What follows belongs to an exercise in optimizing a design on an open flow for small area and a short achievable clock period; a production flow would make more cautious choices.
In this exercise RTL edits were held to simulation tests only and were not proved equivalent to the original.
Power figures rest on the tool's default switching activity, not on a simulated workload.

File: design/flow/run.sh
#!/bin/bash
# synth_recipe.tcl (not shown) runs the flow's synth.tcl, then flattens the netlist and writes it again
# the make line also repeats each setting of config.mk as NAME=value (left out here)
make -C /OpenROAD-flow-scripts/flow DESIGN_CONFIG=/design/flow/config.mk WORK_HOME=/design/flow/orfs CLKGATE_MAP_FILE= SYNTH_SCRIPT=/design/flow/synth_recipe.tcl finish
File: design/flow/config.mk
export PLATFORM = sky130hd
export DESIGN_NAME = cpu
export DESIGN_NICKNAME = cpu
export VERILOG_FILES = /design/flow/design.v
export SDC_FILE = /design/flow/constraint.sdc
export NUM_CORES = 4
export LEC_CHECK = 0
export CAP_MARGIN = 20
export CORE_MARGIN = 2
export CORE_UTILIZATION = 65
export CTS_CLUSTER_DIAMETER = 60
export CTS_CLUSTER_SIZE = 30
export SETUP_SLACK_MARGIN = 3.1
export SLEW_MARGIN = 20
File: design/flow/constraint.sdc
create_clock -name core_clock -period 5.5 [get_ports {clk}]
set_input_delay 1.1000 -clock core_clock [delete_from_list [all_inputs] [get_ports {clk}]]
set_output_delay 1.1000 -clock core_clock [all_outputs]
set_load 0.01 [all_outputs]
File: design/flow/design.v
module cpu (clk, rst, imem_addr, imem_data, test, test1);
	input clk, rst;
	output [6:0] imem_addr;
	input  [31:0] imem_data;
	output [31:0] test;
	output [31:0] test1;
	reg [6:0] pc;
	always @(posedge clk or posedge rst)
		if (rst) pc <= 7'd0;
		else     pc <= pc + 7'd1;
	assign imem_addr = pc;
	reg [31:0] ir;
	always @(posedge clk)
		ir <= rst ? 32'd0 : imem_data;
	assign test = ir;
	wire [5:0] op = ir[31:26];
	wire [5:0] fn = ir[5:0];
	wire d_lw  = (op == 6'b000111);
	wire d_sw  = (op == 6'b001000);
	wire d_r   = (op == 6'b000110);
	wire d_add = d_r & (fn == 6'b100000);
	wire d_sub = d_r & (fn == 6'b100010);
	wire d_and = d_r & (fn == 6'b100100);
	wire d_or  = d_r & (fn == 6'b100101);
	wire d_mem = d_lw | d_sw;
	wire d_valid = d_mem | d_add | d_sub | d_and | d_or;
	wire d_arith = d_mem | d_add | d_sub;
	wire [4:0] d_dest = d_mem ? ir[20:16] : (d_valid ? ir[15:11] : 5'd0);
	wire [511:0] rf;      
	wire [15:0] rs_oh, rt_oh;
	genvar g;
	generate
		for (g = 0; g < 16; g = g + 1) begin : DEC
			assign rs_oh[g] = (ir[25:21] == g);
			assign rt_oh[g] = (ir[20:16] == g);
		end
	endgenerate
	reg [31:0] rd_a, rd_b;
	integer k;
	always @(*) begin
		rd_a = 32'd0;
		rd_b = 32'd0;
		for (k = 0; k < 16; k = k + 1) begin
			rd_a = rd_a | ({32{rs_oh[k]}} & rf[32*k +: 32]);
			rd_b = rd_b | ({32{rt_oh[k]}} & rf[32*k +: 32]);
		end
	end
	reg [31:0] ea;            
	reg [31:0] eb;            
	reg [12:0] ei;            
	reg e_sub, e_swv, e_mem, e_valid, e_nw;
	reg e_bub;
	reg [3:0] e_dest;
	always @(posedge clk) begin
		ea   <= d_arith ? rd_a : (d_or ? (rd_a | rd_b) : (rd_a & rd_b));
		eb   <= d_arith ? (rd_b ^ {32{d_sub}}) : 32'd0;
		ei   <= ir[12:0];
		e_bub <= rst;
		if (rst) begin
			e_sub <= 1'b0;
			e_swv <= 1'b0; e_mem <= 1'b0; e_valid <= 1'b0; e_nw <= 1'b0;
			e_dest <= 4'd0;
		end else begin
			e_sub <= d_sub;
			e_swv <= d_sw & e_valid; e_mem <= d_mem; e_valid <= d_valid; e_nw <= d_dest[4];
			e_dest <= d_dest[3:0];
		end
	end
	wire [32:0] xa = {ea, 1'b1};
	wire [32:0] xb = {eb, e_sub};
	wire [32:0] pg_p = xa ^ xb;
	wire [32:0] pg_g = xa & xb;
	wire [32:0] kg [0:6];
	wire [32:0] kp [0:6];
	assign kg[0] = pg_g;
	assign kp[0] = pg_p;
	genvar l;
	generate
		for (l = 0; l < 6; l = l + 1) begin : KS
			for (g = 0; g < 33; g = g + 1) begin : BIT
				if (g >= (1 << l)) begin : M
					assign kg[l+1][g] = kg[l][g] | (kp[l][g] & kg[l][g - (1 << l)]);
					assign kp[l+1][g] = kp[l][g] & kp[l][g - (1 << l)];
				end else begin : P
					assign kg[l+1][g] = kg[l][g];
					assign kp[l+1][g] = kp[l][g];
				end
			end
		end
	endgenerate
	wire [31:0] sum = pg_p[32:1] ^ kg[6][31:0];
	wire [31:0] res = sum;
	reg m_nw;
	reg [3:0] m_dest;
	reg [31:0] md;
	reg m_alu;
	reg [12:0] m_rsel, m_wsel;
	reg m_fwd;
	reg [31:0] ss;
	wire [415:0] dm;      
	wire [12:0] ap = ea[12:0] ^ ei;
	wire [12:0] aa = ea[12:0] & ei;
	wire [12:0] ao = ea[12:0] | ei;
	wire hi_ok = &(~(ap[12:5] ^ ao[11:4]));
	wire [12:0] hit;
	generate
		for (g = 0; g < 13; g = g + 1) begin : ADEC
			wire [4:0] K = g;
			wire [4:0] cin  = ap[4:0] ^ K;
			wire [3:0] cout;
			genvar b;
			for (b = 0; b < 4; b = b + 1) begin : B
				assign cout[b] = K[b] ? aa[b] : ao[b];
			end
			assign hit[g] = hi_ok & ~cin[0] & (cin[4:1] == cout[3:0]);
		end
	endgenerate
	wire [12:0] wsel = hit & {13{e_swv}};
	wire [12:0] rsel = hit & {13{e_mem & ~d_sw}};
	always @(posedge clk) begin
		m_rsel <= rsel & ~wsel & {13{~rst}};
		m_wsel <= wsel & {13{~rst}};
		m_fwd  <= (|(rsel & wsel)) & ~rst;
		ss     <= eb;           
		if (rst) begin
			m_nw <= 1'b0; m_dest <= 4'd0;
		end else begin
			m_nw <= e_nw; m_dest <= e_dest;
		end
		md <= res;
		m_alu <= ~(rst | e_mem | e_bub);
	end
	wire [31:0] sd0 = ss & {32{~rst}};
	wire [31:0] sd1 = ss | {32{rst}};
	function [31:0] init_word(input integer i);
		init_word = (i == 0) ? 32'd1000 : (i == 1) ? 32'd5000 :
		            (i == 2) ? 32'd2000 : (i == 3) ? 32'd3000 : 32'd0;
	endfunction
	generate
		for (g = 0; g < 13; g = g + 1) begin : DM
			wire [31:0] iw = init_word(g);
			wire [31:0] nd = (sd1 & iw) | (sd0 & ~iw);
			reg [31:0] q;
			always @(posedge clk)
				if (m_wsel[g] | rst) q <= nd;
			assign dm[32*g +: 32] = q;
		end
	endgenerate
	wire [12:0] rs_en = m_rsel & {13{~rst}};
	wire fwd_en = m_fwd & ~rst;
	wire alu_en = m_alu & ~rst;
	reg [31:0] wbn;
	always @(*) begin
		wbn = ({32{fwd_en}} & ss) | ({32{alu_en}} & md);
		for (k = 0; k < 13; k = k + 1)
			wbn = wbn | ({32{rs_en[k]}} & dm[32*k +: 32]);
	end
	reg [31:0] wb;
	always @(posedge clk) wb <= wbn;
	assign test1 = wb;
	generate
		for (g = 0; g < 16; g = g + 1) begin : RF
			reg [31:0] q;
			always @(posedge clk)
				if (rst | (~m_nw & (m_dest == g))) q <= wbn;
			assign rf[32*g +: 32] = q;
		end
	endgenerate
endmodule
==> results of run 1 <==
timing repair:
action	4_1_cts	5_1_grt
endpoints found under the setup margin	1214	409
gates cloned	19	17
resized for setup	336	197
setup buffers	141	78
pin swaps	67	50
logic make-up (layout without fill, tap and decap cells):
family | count (synthesis) | after routing
AO/OA/AOI/OAI | 922 | 943
flip-flops | 1183 | 1183
buffers and inverters | 219 | 567
other | 0 | 2
multiplexers | 35 | 35
AND/OR/NAND/NOR | 632 | 640
XOR/XNOR | 52 | 52
adder cells (fa/ha/maj) | 49 | 49
power by group through the flow:
| stage | Sequential, mW | Combinational, mW | Clock [mW] |
|---|---|---|---|
| final | 10.1 | 1.06 | 5.97 |
| after global routing | 10.2 | 1.06 | 6.22 |
| after CTS | 10.1 | 0.919 | 5.87 |
| after detailed placement | 10.3 | 0.800 | 0 |
| after global placement | 10.3 | 0.790 | 0 |
| after floorplan | 10.2 | 0.453 | 0 |
critical path, stage by stage (launching register included):
cell and delay, ns:
sky130_fd_sc_hd__dfxtp_2 0.41, sky130_fd_sc_hd__ha_4 0.24, sky130_fd_sc_hd__a2111oi_4 0.32, sky130_fd_sc_hd__o21ai_1 0.13, sky130_fd_sc_hd__and3_1 0.21, sky130_fd_sc_hd__a211o_1 0.31
sky130_fd_sc_hd__and2_4 0.20, sky130_fd_sc_hd__a221oi_4 0.34, sky130_fd_sc_hd__buf_6 0.16, sky130_fd_sc_hd__nand3_2 0.07, sky130_fd_sc_hd__o311ai_1 0.10
registers in the layout, indices dropped and copies added, names as in the netlist, 4 cells and up:
name	count
m_rsel	13
ea	32
ei	13
DM.q	416
ss	32
md	32
RF.q	512
pc	7
eb	32
ir	32
m_wsel	13
e_dest	4
wb	32
m_dest	4
layout make-up:
class | instances | area, um2 | share of cell area [%]
Antenna cell | 2 | 5.00 | 0.00914
Clock inverter | 51 | 673 | 1.23
Clock buffer | 70 | 1730 | 3.16
Sequential cell | 1183 | 33100 | 60.5
Inverter | 39 | 155 | 0.283
Timing Repair Buffer | 407 | 4090 | 7.46
Multi-Input combinational cell | 1719 | 13800 | 25.3
Tap cell | 940 | 1180 | 2.15
synth_stat cells, drive strengths merged, types with 7 or more instances:
cell type	n	area share, %
a21o	15	0.25
a21oi	58	0.64
a221o	15	0.33
a221oi	98	1.9
a222oi	34	0.75
a22o	74	1.4
a22oi	504	8.3
a31oi	9	0.12
buf	55	0.62
clkbuf	125	1.0
dfrtp	7	0.38
dfxtp	248	11
edfxtp	928	61
ha	48	1.3
inv	39	0.32
mux2i	34	0.75
nand2	189	1.6
nand2b	9	0.12
nand3	84	0.92
nand4	40	0.55
nor2	115	0.95
nor2b	89	1.2
nor3	28	0.33
nor4	16	0.22
o2111ai	14	0.27
o211ai	10	0.16
o21a	20	0.33
o21ai	38	0.43
or2	26	0.36
xnor2	36	0.69
xor2	16	0.31
metrics by stage:
| step | setup slack, ns | hold slack [ns] | util, % | instances |
|---|---|---|---|---|
| floorplan | 2.80 | 0.334 | - | 3092 |
| global placement | 1.60 | 0.338 | 69.3 | 4031 |
| detailed placement | 1.53 | 0.346 | 69.3 | 4033 |
| CTS | 2.97 | 0.359 | 76.2 | 4314 |
| global route | 2.87 | 0.364 | 78.6 | 4409 |
| finish | 2.88 | 0.359 | 78.6 | 4411 |
layer usage:
metal / vias up / GRT usage [%]
met3: 1067 / 15.5
li1: 13145 / -
met4: 12 / 27.0
met2: 3755 / 65.3
met1: 16223 / 58.5
met5: - / 0
cell usage in the layout (no fill, tap or decap), drive strengths merged, types with 36 or more instances in the layout:
cell,instances
xnor2,36
clkbuf,86
a22oi,504
buf,301
dfxtp,248
nor2b,90
o21ai,45
a221oi,98
a21oi,58
inv,70
ha,48
nand2,189
edfxtp,928
nor2,122
nand4,40
nand3,84
a22o,74
worst min path at each step:
stage,slack (ns),endpoint,depth (start not counted)
final,0.36,ei[8],0
after global routing,0.36,ss[22],0
after CTS,0.36,ei[8],0
after detailed placement,0.35,ei[8],0
after global placement,0.34,ei[8],0
after floorplan,0.33,ss[10],0
==> impl_metrics.toml, run 1 <==
[grt]
grt.overflow.total = 0
via_count_of_the_first_global_routing_pass = 31274
grt_antenna_before_repair = 6
gr-usage-all-layers_pct = 44.8
grt_start_max_net_pins = 48
grt_pass1_wl_um = 225000

[yosys]
postSynthRegisterBits = 1183
synth_top_flop_cell = "sky130_fd_sc_hd__edfxtp_1"
net_count_synth = 3175
postSynth.asyncResetShare_pct = 0.592
post_synth_xor_area_fraction_pct = 1.00
synth-seq-area-share_pct = 72.5
yosys_warnings = 1
main_combinational_cell_family_by_area_after_synthesis = "compound AO/OA/AOI/OAI gates"
post_synth_instance_area_um2 = 45600
synth_enable_flop_cells = 928
synth_cells = 3092
synthSimpleGateAreaFrac_pct = 6.82
muxShareOfSynthArea_pct = 0.772
share_of_the_synthesized_area_in_compound_gates_ao_oa_aoi_oai_pct = 15.6
post_synth_num_cell_types = 71
syn-mean-instance-area_um2 = 14.7
synth-adder-area-share_pct = 1.36

[pwr]
power_switching_mw = 4.24
netSwitchingFraction_pct = 24.7
power.share.clock_pct = 34.8
power_density_nw_per_um2 = 313
totalPowerFinal_mw = 17.2
seq_power_share_pct = 59.1
worst_ir_drop_vdd_mv = 0.532
p_leak_nw = 20.0
gate_power_share_pct = 6.2
internal_power_mw = 12.9

[timing]
final.period_utilization_pct = 47.7
report.final.setup_viol = 0
fin_tns_setup_ns = 0
fmax_ghz = 0.381
grt_setup_unrepaired = "yes"
tightest_slew_ns = 0.948
timing.clock.skew_ns = 0.0402
slew_violations = 0
final_critical_delay_including_setup_and_external_delays_ns = 2.62
max_slew_margin_pct = 36.7
hold_violations = 0

[setup_path]
critical_path_source = "eb[9]"
timing.reg2reg.setup_slack_ns = 2.88
crit_end = "md[28]"
critPathArrivalTime_ns = 3.16
r2r-end = "md[28]"
critical_path_rt_ns = 6.04
timing.critical_path.to_type = "flip-flop"
worst_setup_path_start_kind = "flip-flop"
crit_path_max_fanout = 4
worstSetupPathType = "reg2reg"
worst-r2r-cell-count = 10
rr_startpoint = "eb[9]"

[detailed_routing]
drtIter0Drc = 6795
vias_after_detailed_routing = 34202
drcViolationCount = 0
post_drt_wl_per_cell_um = 39.0
dr_wl_met3_um = 31000
post_route_ant_nets = 0
avgViaCountPerCell = 7.75
route.layer.met1.wl_um = 54500
drt_pass1_iterations = 10
met2WireLength_um = 72100
wl_um = 172000
dr.max_layer_used = "met5"

[clocking]
insertion_delay_of_the_later_clocked_pin_in_the_worst_skew_pair_ns = 0.67
hold_buffers = 0
clk_pin_slew_ns = 0.11
numCtsBuffers = 67
htree_levels = 3
cts_sinks = 1183
max-clock-path-buffers = 3
cts.root.buffer_cell = "sky130_fd_sc_hd__clkbuf_16"
clock_tree_from_tritoncts = "done"

[cells_and_area]
num-nets-final = 3500
layout-drive-gt1-share_pct = 23.0
fillers = 3929
layout-area-overhead-vs-synth_pct = 20.3
finish.instance_area_um2 = 54800

[floorplan]
initial_utilization_pct = 65.4
core_region_area_um2 = 69700
floorplan.die_area_um2 = 72200
floorplan.io_pins = 105
die_h_um = 269
floorplan.die.width_um = 269
row_count = 97

[placement]
dp.final_hpwl_um = 86400
cell_area_after_placement_um2 = 48300
portBuffers = 104
routability_congestion_estimate_from_global_placement = 0.966

[hold_path]
hold_path_startpoint = "ir[8]"
hold_path.class = "reg2reg"

[outcome]
outcome = "no timing/DRC/antenna violations"

[flow_run]
drv.max_cap_violation_count = 0
==> run 2: changes to the inputs <==
--- a/design/flow/design.v
+++ b/design/flow/design.v
@@ -48,20 +48,20 @@
 	reg [31:0] ea;            
 	reg [31:0] eb;            
 	reg [12:0] ei;            
-	reg e_sub, e_swv, e_mem, e_valid, e_nw;
+	reg e_sub, e_log, e_or, e_swv, e_mem, e_valid, e_nw;
 	reg e_bub;
 	reg [3:0] e_dest;
 	always @(posedge clk) begin
-		ea   <= d_arith ? rd_a : (d_or ? (rd_a | rd_b) : (rd_a & rd_b));
-		eb   <= d_arith ? (rd_b ^ {32{d_sub}}) : 32'd0;
+		ea   <= rd_a;
+		eb   <= rd_b ^ {32{d_sub}};
 		ei   <= ir[12:0];
 		e_bub <= rst;
 		if (rst) begin
-			e_sub <= 1'b0;
+			e_sub <= 1'b0; e_log <= 1'b0; e_or <= 1'b0;
 			e_swv <= 1'b0; e_mem <= 1'b0; e_valid <= 1'b0; e_nw <= 1'b0;
 			e_dest <= 4'd0;
 		end else begin
-			e_sub <= d_sub;
+			e_sub <= d_sub; e_log <= ~d_arith; e_or <= d_or;
 			e_swv <= d_sw & e_valid; e_mem <= d_mem; e_valid <= d_valid; e_nw <= d_dest[4];
 			e_dest <= d_dest[3:0];
 		end
@@ -89,7 +89,7 @@
 		end
 	endgenerate
 	wire [31:0] sum = pg_p[32:1] ^ kg[6][31:0];
-	wire [31:0] res = sum;
+	wire [31:0] res = ~e_log ? sum : e_or ? (ea | eb) : (ea & eb);
 	reg m_nw;
 	reg [3:0] m_dest;
 	reg [31:0] md;
--- a/design/flow/config.mk
+++ b/design/flow/config.mk
@@ -7,8 +7,8 @@
 export LEC_CHECK = 0
 export CAP_MARGIN = 20
 export CORE_MARGIN = 2
-export CORE_UTILIZATION = 65
+export CORE_UTILIZATION = 55
 export CTS_CLUSTER_DIAMETER = 60
 export CTS_CLUSTER_SIZE = 30
-export SETUP_SLACK_MARGIN = 3.1
+export SETUP_SLACK_MARGIN = 3.0
 export SLEW_MARGIN = 20
==> run 2 against run 1 <==
Net effect:
- wire length decreased by 5.0%
- fmax decreased by 8.5%
- critical endpoint is now md[31]
- utilization decreased by 14 points
- sequential cell count increased by 2
- die area increased by 19%
- setup slack got worse by 0.24 ns
- critical path type unchanged
- sequential share of layout area increased by 0.77 points
- clock skew decreased by 0.0066 ns
- first-iteration DRC count decreased by 33%
- still clean on timing, DRC and antenna
- final area decreased by 1.2%
==> impl_metrics.toml, run 2 <==
[cells_and_area]
layout-area-overhead-vs-synth_pct = 17.5
num-nets-final = 3370
regMostFlops = "RF.q"
mostFrequentLayoutCells = "sky130_fd_sc_hd__edfxtp_1 (928), sky130_fd_sc_hd__a22o_1 (293), sky130_fd_sc_hd__a221oi_1 (267), sky130_fd_sc_hd__dfxtp_1 (199), sky130_fd_sc_hd__buf_4 (158)"
fillers = 5967
largest_register_ff_count = 512
leading_registers_by_flop_count = "RF.q x512, DM.q x416"
layout-drive-gt1-share_pct = 18.8
final_common_cell = "sky130_fd_sc_hd__edfxtp_1"

[placement]
portBuffers = 104
routability_congestion_estimate_from_global_placement = 0.909
dp.final_hpwl_um = 86500

[grt]
grt_antenna_before_repair = 7
gr-usage-all-layers_pct = 37.4
grt_start_max_net_pins = 70
grt_pass1_wl_um = 226000
grt.overflow.total = 0
via_count_of_the_first_global_routing_pass = 30914

[detailed_routing]
post_drt_wl_per_cell_um = 37.1
drtIter0Drc = 4582
vias_after_detailed_routing = 31732
wl_um = 163000
avgViaCountPerCell = 7.20
post_route_ant_nets = 0
drcViolationCount = 0
drt_pass1_iterations = 8

[setup_path]
rr_startpoint = "e_sub"
critical_path_rt_ns = 6.05
timing.reg2reg.setup_slack_ns = 2.63
timing.critical_path.to_type = "flip-flop"
worst_setup_path_start_kind = "flip-flop"
crit_path_max_fanout = 3
worstSetupPathType = "reg2reg"
critPathArrivalTime_ns = 3.42
r2r-end = "md[31]"
worst-r2r-cell-count = 11

[timing]
slew_violations = 0
final.period_utilization_pct = 52.1
grt_setup_unrepaired = "yes"
fin_tns_setup_ns = 0
tightest_slew_ns = 1.06
hold-worst-slack_ns = 0.357
report.final.setup_viol = 0
final_critical_delay_including_setup_and_external_delays_ns = 2.87
hold_violations = 0
max_slew_margin_pct = 29.5
fmax_ghz = 0.349
timing.clock.skew_ns = 0.0336

[yosys]
synthMostInstantiatedCell = "sky130_fd_sc_hd__edfxtp_1"
yosys_warnings = 1
synth_top_flop_cell = "sky130_fd_sc_hd__edfxtp_1"
net_count_synth = 3151
syn-mean-instance-area_um2 = 15.2
post_synth_num_cell_types = 71
netlist.area_leader.share_pct = 60.5
synth_cells = 3035
post-synth-top-area-cell = "sky130_fd_sc_hd__edfxtp_1"
synth_enable_flop_cells = 928
synth-seq-area-share_pct = 71.7
synth_commonest_cells = "sky130_fd_sc_hd__edfxtp_1 (928), sky130_fd_sc_hd__a22o_1 (293), sky130_fd_sc_hd__a221oi_1 (288), sky130_fd_sc_hd__dfxtp_1 (250), sky130_fd_sc_hd__clkbuf_1 (161)"
post_synth_instance_area_um2 = 46100
leading_cell_types_by_total_area_after_synthesis = "sky130_fd_sc_hd__edfxtp_1 (60%), sky130_fd_sc_hd__dfxtp_1 (11%), sky130_fd_sc_hd__a22o_1 (5.6%)"
postSynthRegisterBits = 1185
postSynth.asyncResetShare_pct = 0.591

[clocking]
insertion_delay_of_the_later_clocked_pin_in_the_worst_skew_pair_ns = 0.68
htree_levels = 3
max-clock-path-buffers = 3
hold_buffers = 0
cts_sinks = 1185
clk_pin_slew_ns = 0.08
cts.root.buffer_cell = "sky130_fd_sc_hd__clkbuf_16"
clock_tree_from_tritoncts = "done"
numCtsBuffers = 87

[floorplan]
core_region_area_um2 = 83300
row_count = 106
floorplan.die_area_um2 = 86100
floorplan.io_pins = 105
floorplan.die.width_um = 293
initial_utilization_pct = 55.3
die_h_um = 293

[flow_run]
drv.max_cap_violation_count = 0

[outcome]
outcome = "no timing/DRC/antenna violations"

[hold_path]
hold_path.class = "reg2reg"
hold_path_startpoint = "ir[7]"
whs_endpoint = "ei[7]"
worst_hold_path.num_cells = 0

[pwr]
worst_ir_drop_vdd_mv = 0.348
power_density_nw_per_um2 = 356
p_leak_nw = 19.3
==> run 2: cell count changes after synthesis, moves of 36 or more <==
cell and change:
sky130_fd_sc_hd__nand4_1 +66, sky130_fd_sc_hd__inv_1 +62, sky130_fd_sc_hd__a22o_1 +219, sky130_fd_sc_hd__clkbuf_1 +36, sky130_fd_sc_hd__nand2_1 -102, sky130_fd_sc_hd__a22oi_1 -375
sky130_fd_sc_hd__a221oi_1 +192, sky130_fd_sc_hd__buf_2 -41, sky130_fd_sc_hd__nand3_1 -69
==> run 2: worst max path at each step <==
stage	start	end	slack (ns)
finish	e_sub	md[31]	2.63
global route	e_sub	md[31]	2.55
CTS	e_sub	md[31]	2.65
detailed placement	rst	RF[8].q[2]	1.50
global placement	rst	RF[6].q[5]	1.61
floorplan	rst	RF[0].q[18]	2.82
==> run 2: cells by family after synthesis <==
kind of cell    synth area share (%)
fa+ha+maj                       2.24
simple gates                    5.90
compound gates                  16.0
mux                            0.282
xor+xnor                        1.48
flops                           71.7
buf+inv                         2.37
==> run 2: power by group <==
part | internal, mW | switching (mW) | total, mW
registers | 10.3 | 0.338 | 10.6
logic | 0.466 | 0.956 | 1.42
clock network | 3.49 | 3.73 | 7.22
total | 14.2 | 5.03 | 19.3
==> run 2: critical path, cell delays in order (launching register included) <==
cell and delay, ns:
sky130_fd_sc_hd__dfxtp_4 0.36, sky130_fd_sc_hd__inv_2 0.04, sky130_fd_sc_hd__fa_2 0.41, sky130_fd_sc_hd__nor2b_4 0.13, sky130_fd_sc_hd__o31a_1 0.26, sky130_fd_sc_hd__o2111ai_2 0.18
sky130_fd_sc_hd__buf_4 0.18, sky130_fd_sc_hd__and3_4 0.16, sky130_fd_sc_hd__o31ai_4 0.24, sky130_fd_sc_hd__a41oi_2 0.20, sky130_fd_sc_hd__o311a_1 0.37, sky130_fd_sc_hd__nor3_4 0.21
==> run 2: layer usage <==
layer | wire, um | vias to the layer above | GRT usage [%]
met4 | 11200 | 4 | 20.7
met1 | 57400 | 15591 | 47.4
met2 | 74800 | 2613 | 59.2
met5 | 27 | - | 0
li1 | - | 12838 | -
met3 | 20100 | 686 | 9.38
==> run 2: through the flow <==
| step | total power [mW] | utilization [%] | setup slack [ns] | area, um2 | instances |
|---|---|---|---|---|---|
| finish | 19.3 | 65.0 | 2.63 | 54100 | 4410 |
| global route | 19.7 | 65.0 | 2.55 | 54100 | 4409 |
| CTS | 19.2 | 64.4 | 2.65 | 53700 | 4386 |
| detailed placement | 12.0 | 58.8 | 1.50 | 49000 | 4117 |
| global placement | 12.0 | 58.8 | 1.61 | 49000 | 4117 |
| floorplan | 11.4 | - | 2.82 | 46600 | 3035 |
==> run 2: final cells by class <==
type	instances	area, um2	share of cell area [%]
flip-flops and latches	1185	33100	61.2
multi-input cells	1589	13300	24.7
repair buffers	289	2590	4.79
clock buffers	97	2340	4.33
well taps	1080	1350	2.50
clock inverters	67	966	1.78
inverters	102	390	0.721
diodes	1	2.50	0.00462
==> run 2: what timing repair did <==
item,in CTS,in global routing
cloned,19,3
endpoints found under the setup margin,1561,378
pin swaps,57,26
gates resized for setup,225,65
setup buffers,86,20
==> run 3: changes to the inputs <==
--- a/design/flow/design.v
+++ b/design/flow/design.v
@@ -66,33 +66,13 @@
 			e_dest <= d_dest[3:0];
 		end
 	end
-	wire [32:0] xa = {ea, 1'b1};
-	wire [32:0] xb = {eb, e_sub};
-	wire [32:0] pg_p = xa ^ xb;
-	wire [32:0] pg_g = xa & xb;
-	wire [32:0] kg [0:6];
-	wire [32:0] kp [0:6];
-	assign kg[0] = pg_g;
-	assign kp[0] = pg_p;
-	genvar l;
-	generate
-		for (l = 0; l < 6; l = l + 1) begin : KS
-			for (g = 0; g < 33; g = g + 1) begin : BIT
-				if (g >= (1 << l)) begin : M
-					assign kg[l+1][g] = kg[l][g] | (kp[l][g] & kg[l][g - (1 << l)]);
-					assign kp[l+1][g] = kp[l][g] & kp[l][g - (1 << l)];
-				end else begin : P
-					assign kg[l+1][g] = kg[l][g];
-					assign kp[l+1][g] = kp[l][g];
-				end
-			end
-		end
-	endgenerate
-	wire [31:0] sum = pg_p[32:1] ^ kg[6][31:0];
-	wire [31:0] res = ~e_log ? sum : e_or ? (ea | eb) : (ea & eb);
+	wire [16:0] sum_lo = {1'b0, ea[15:0]} + {1'b0, eb[15:0]} + {16'd0, e_sub};
+	wire [15:0] res_lo = ~e_log ? sum_lo[15:0] :
+	                     e_or ? (ea[15:0] | eb[15:0]) : (ea[15:0] & eb[15:0]);
 	reg m_nw;
 	reg [3:0] m_dest;
-	reg [31:0] md;
+	reg [15:0] md_lo, m_ah;
+	reg m_c16, m_log, m_or;
 	reg m_alu;
 	reg [12:0] m_rsel, m_wsel;
 	reg m_fwd;
@@ -127,7 +107,11 @@
 		end else begin
 			m_nw <= e_nw; m_dest <= e_dest;
 		end
-		md <= res;
+		md_lo <= res_lo;
+		m_c16 <= sum_lo[16];
+		m_ah  <= ea[31:16];
+		m_log <= e_log;
+		m_or  <= e_or;
 		m_alu <= ~(rst | e_mem | e_bub);
 	end
 	wire [31:0] sd0 = ss & {32{~rst}};
@@ -146,6 +130,10 @@
 			assign dm[32*g +: 32] = q;
 		end
 	endgenerate
+	wire [15:0] sum_hi = m_ah + ss[31:16] + {15'd0, m_c16};
+	wire [15:0] res_hi = ~m_log ? sum_hi :
+	                     m_or ? (m_ah | ss[31:16]) : (m_ah & ss[31:16]);
+	wire [31:0] md = {res_hi, md_lo};
 	wire [12:0] rs_en = m_rsel & {13{~rst}};
 	wire fwd_en = m_fwd & ~rst;
 	wire alu_en = m_alu & ~rst;
==> run 3 against run 2 <==
Net effect:
- sequential share of layout area down 0.79 points
- utilization up 0.69 points
- via count up 4.8%
- total power shrank 1.7%
- final area rose by 1.6%
- synthesized cell count is 8.5% higher
- count of clock-buffer cells in the layout fell by 12
- critical endpoint is now RF[11].q[30]
- combinational power increased by 7%
- still clean
- sequential power hardly changed
- critical path depth down 4
- non-clock buffer count grew 38
==> impl_metrics.toml, run 3 <==
[yosys]
post-synth-top-area-cell = "sky130_fd_sc_hd__edfxtp_1"
post_synth_num_cell_types = 66
postSynth.asyncResetShare_pct = 0.589
yosys_warnings = 1
leading_cell_types_by_total_area_after_synthesis = "sky130_fd_sc_hd__edfxtp_1 (60%), sky130_fd_sc_hd__dfxtp_1 (11%), sky130_fd_sc_hd__a22oi_1 (9.9%)"
synth_cells = 3293
synthMostInstantiatedCell = "sky130_fd_sc_hd__edfxtp_1"
post_synth_instance_area_um2 = 46500
syn-mean-instance-area_um2 = 14.1
synth-seq-area-share_pct = 71.2
netlist.area_leader.share_pct = 59.9
postSynthRegisterBits = 1188
synth_top_flop_cell = "sky130_fd_sc_hd__edfxtp_1"
synth_commonest_cells = "sky130_fd_sc_hd__edfxtp_1 (928), sky130_fd_sc_hd__a22oi_1 (615), sky130_fd_sc_hd__nand2_1 (330), sky130_fd_sc_hd__dfxtp_1 (253), sky130_fd_sc_hd__clkbuf_1 (129)"
net_count_synth = 3412
synth_enable_flop_cells = 928

[clocking]
cts.root.buffer_cell = "sky130_fd_sc_hd__clkbuf_16"
numCtsBuffers = 79
cts_sinks = 1188
hold_buffers = 0
max-clock-path-buffers = 3
htree_levels = 3
clk_pin_slew_ns = 0.11
insertion_delay_of_the_later_clocked_pin_in_the_worst_skew_pair_ns = 0.67
clock_tree_from_tritoncts = "done"

[outcome]
outcome = "no timing/DRC/antenna violations"

[detailed_routing]
post_route_ant_nets = 0
vias_after_detailed_routing = 33271
wl_um = 176000
post_drt_wl_per_cell_um = 36.9
drtIter0Drc = 5151
drcViolationCount = 0
avgViaCountPerCell = 6.99
drt_pass1_iterations = 7

[floorplan]
die_h_um = 295
row_count = 106
core_region_area_um2 = 83700
floorplan.die.width_um = 295
floorplan.die_area_um2 = 86900
initial_utilization_pct = 55.6
floorplan.io_pins = 105

[setup_path]
timing.critical_path.to_type = "flip-flop"
worst-r2r-cell-count = 7
crit_end = "RF[11].q[30]"
rr_startpoint = "ss[27]"
crit_path_max_fanout = 8
r2r-end = "RF[11].q[30]"
worst_setup_path_start_kind = "flip-flop"
worstSetupPathType = "reg2reg"
critical_path_rt_ns = 5.86
critical_path_source = "ss[27]"
critPathArrivalTime_ns = 3.21
timing.reg2reg.setup_slack_ns = 2.66

[timing]
tightest_slew_ns = 1.24
report.final.setup_viol = 0
slew_violations = 0
final.period_utilization_pct = 51.7
timing.clock.skew_ns = 0.0359
fmax_ghz = 0.352
final_critical_delay_including_setup_and_external_delays_ns = 2.84
grt_setup_unrepaired = "yes"
fin_tns_setup_ns = 0
hold_violations = 0
timing.final.ws_setup_ns = 2.66
hold-worst-slack_ns = 0.327
max_slew_margin_pct = 17.2

[grt]
gr-usage-all-layers_pct = 40.1
grt.overflow.total = 0
grt_antenna_before_repair = 7
grt_start_max_net_pins = 46
grt_pass1_wl_um = 242000
via_count_of_the_first_global_routing_pass = 31795

[placement]
dp_slack_ns = 1.16
portBuffers = 104
routability_congestion_estimate_from_global_placement = 0.961
dp.final_hpwl_um = 99600
cell_area_after_placement_um2 = 49600

[cells_and_area]
regMostFlops = "RF.q"
largest_register_ff_count = 512
mostFrequentLayoutCells = "sky130_fd_sc_hd__edfxtp_1 (928), sky130_fd_sc_hd__a22oi_1 (613), sky130_fd_sc_hd__nand2_1 (312), sky130_fd_sc_hd__dfxtp_1 (206), sky130_fd_sc_hd__buf_4 (176)"
final_common_cell = "sky130_fd_sc_hd__edfxtp_1"
layout-area-overhead-vs-synth_pct = 18.2
leading_registers_by_flop_count = "RF.q x512, DM.q x416"
num-nets-final = 3665
fillers = 5975
layout-drive-gt1-share_pct = 17.9
final_core_utilization_pct = 65.7
finish.instance_area_um2 = 55000

[pwr]
worst_ir_drop_vdd_mv = 0.317
p_leak_nw = 20.5
power_density_nw_per_um2 = 344

[flow_run]
drv.max_cap_violation_count = 0

[hold_path]
hold_path.class = "reg2reg"
==> run 3: changes by cell type after synthesis, sizes merged, moves of 20 or more <==
| cell | previous run | this run |
|---|---|---|
| a22oi | 129 | 615 |
| a22o | 293 | 45 |
| a221oi | 288 | 43 |
| nand2 | 87 | 330 |
| nand4 | 106 | 36 |
| xnor2 | 54 | 20 |
| clkbuf | 163 | 131 |
| nor4 | 3 | 34 |
| buf | 16 | 45 |
| xor2 | 24 | 53 |
| or4 | 0 | 26 |
| and3 | 38 | 18 |
==> run 3: cell families after synthesis <==
family / after synthesis / synth area share [%]
buf+inv: 284 / 2.39
compound gates: 900 / 14.5
mux: 20 / 0.430
xor+xnor: 73 / 1.37
simple gates: 743 / 7.74
fa+ha+maj: 85 / 2.35
flops: 1188 / 71.2
==> run 3: what timing repair did <==
action                      CTS  global route
setup endpoints to repair  1604           424
pin swaps                    76            40
gates resized for setup     270            68
cloned                       25             2
setup buffers               100            19
==> run 3: area by class of cell <==
| class | instances | area (um2) | area share [%] |
|---|---|---|---|
| multi-input cells | 1842 | 13900 | 25.3 |
| diodes | 14 | 35.0 | 0.0637 |
| well taps | 1134 | 1420 | 2.58 |
| inverters | 108 | 408 | 0.742 |
| repair buffers | 327 | 3110 | 5.65 |
| flip-flops and latches | 1188 | 33200 | 60.4 |
| clock inverters | 61 | 867 | 1.58 |
| clock buffers | 85 | 2030 | 3.69 |
==> run 3: layer usage <==
| layer | share of wire (%) | vias up | GRT usage [%] |
|---|---|---|---|
| li1 | - | 13427 | - |
| met1 | 35 | 16266 | 52.1 |
| met2 | 44 | 2846 | 61.4 |
| met3 | 13 | 732 | 9.85 |
| met4 | 7.3 | 0 | 23.6 |
| met5 | 0 | - | 0 |
==> run 3: worst max-delay path: stages, from the launching register on <==
cell and delay (ns):
sky130_fd_sc_hd__dfxtp_1 0.57, sky130_fd_sc_hd__inv_1 0.12, sky130_fd_sc_hd__ha_1 0.46, sky130_fd_sc_hd__nand3_1 0.18
sky130_fd_sc_hd__o21ai_0 0.38, sky130_fd_sc_hd__o21ai_4 0.15, sky130_fd_sc_hd__xnor2_4 0.19, sky130_fd_sc_hd__a221o_2 0.50
==> run 3: power by group <==
group / leakage, nW / switching [mW] / internal (mW)
sequential: 11.8 / 0.366 / 10.3
combinational: 7.28 / 1.04 / 0.478
clock: 1.40 / 3.57 / 3.19
==> run 3: how the worst min path moves through the flow <==
stage	start	endpoint	slack, ns	cells past startpoint
3_3_place_gp	eb[20]	ss[20]	0.31	0
5_1_grt	ea[27]	m_ah[11]	0.33	0
3_5_place_dp	eb[24]	ss[24]	0.31	0
6_report	ea[27]	m_ah[11]	0.33	0
2_1_floorplan	ea[16]	m_ah[0]	0.31	0
4_1_cts	ea[26]	m_ah[10]	0.32	0
==> run 3: through the flow <==
stage          instances  total power [mW]
3_5_place_dp        4453              12.1
4_1_cts             4724              18.8
2_1_floorplan       3293              11.4
6_report            4759              18.9
5_1_grt             4745              19.4
3_3_place_gp        4453              12.1

-- static timing again, ports no longer ideal --
The flow's constraints put no driver on any port. The routed layouts listed below were extracted and timed again, unchanged, in two steps. Step 1, drivers: a clkbuf_16 drives clk and a buf_2 each remaining input, both assumed. Step 2 times the ports against the registers' clock, not the clock port: input delays grow and output delays shrink by t, the midpoint of the rising clock arrivals with the driver on. a / b / c = ideal / step 1 / step 2; a / b = the first two.
| run | t, ns | setup WS [ns] | worst setup path at the end |
|---|---|---|---|
| run 1 | 0.716 | 2.876 / 2.745 / 2.029 | input to register |
| run 2 | 0.732 | 2.633 / 2.633 / 2.171 | input to register |
| run 3 | 0.724 | 2.655 / 2.655 / 1.949 | input to register |
After both steps every run listed still meets setup and hold. For run 1, which loses most, drivers alone change the setup slack by -0.131 ns; drivers and shift together by -0.847 ns.
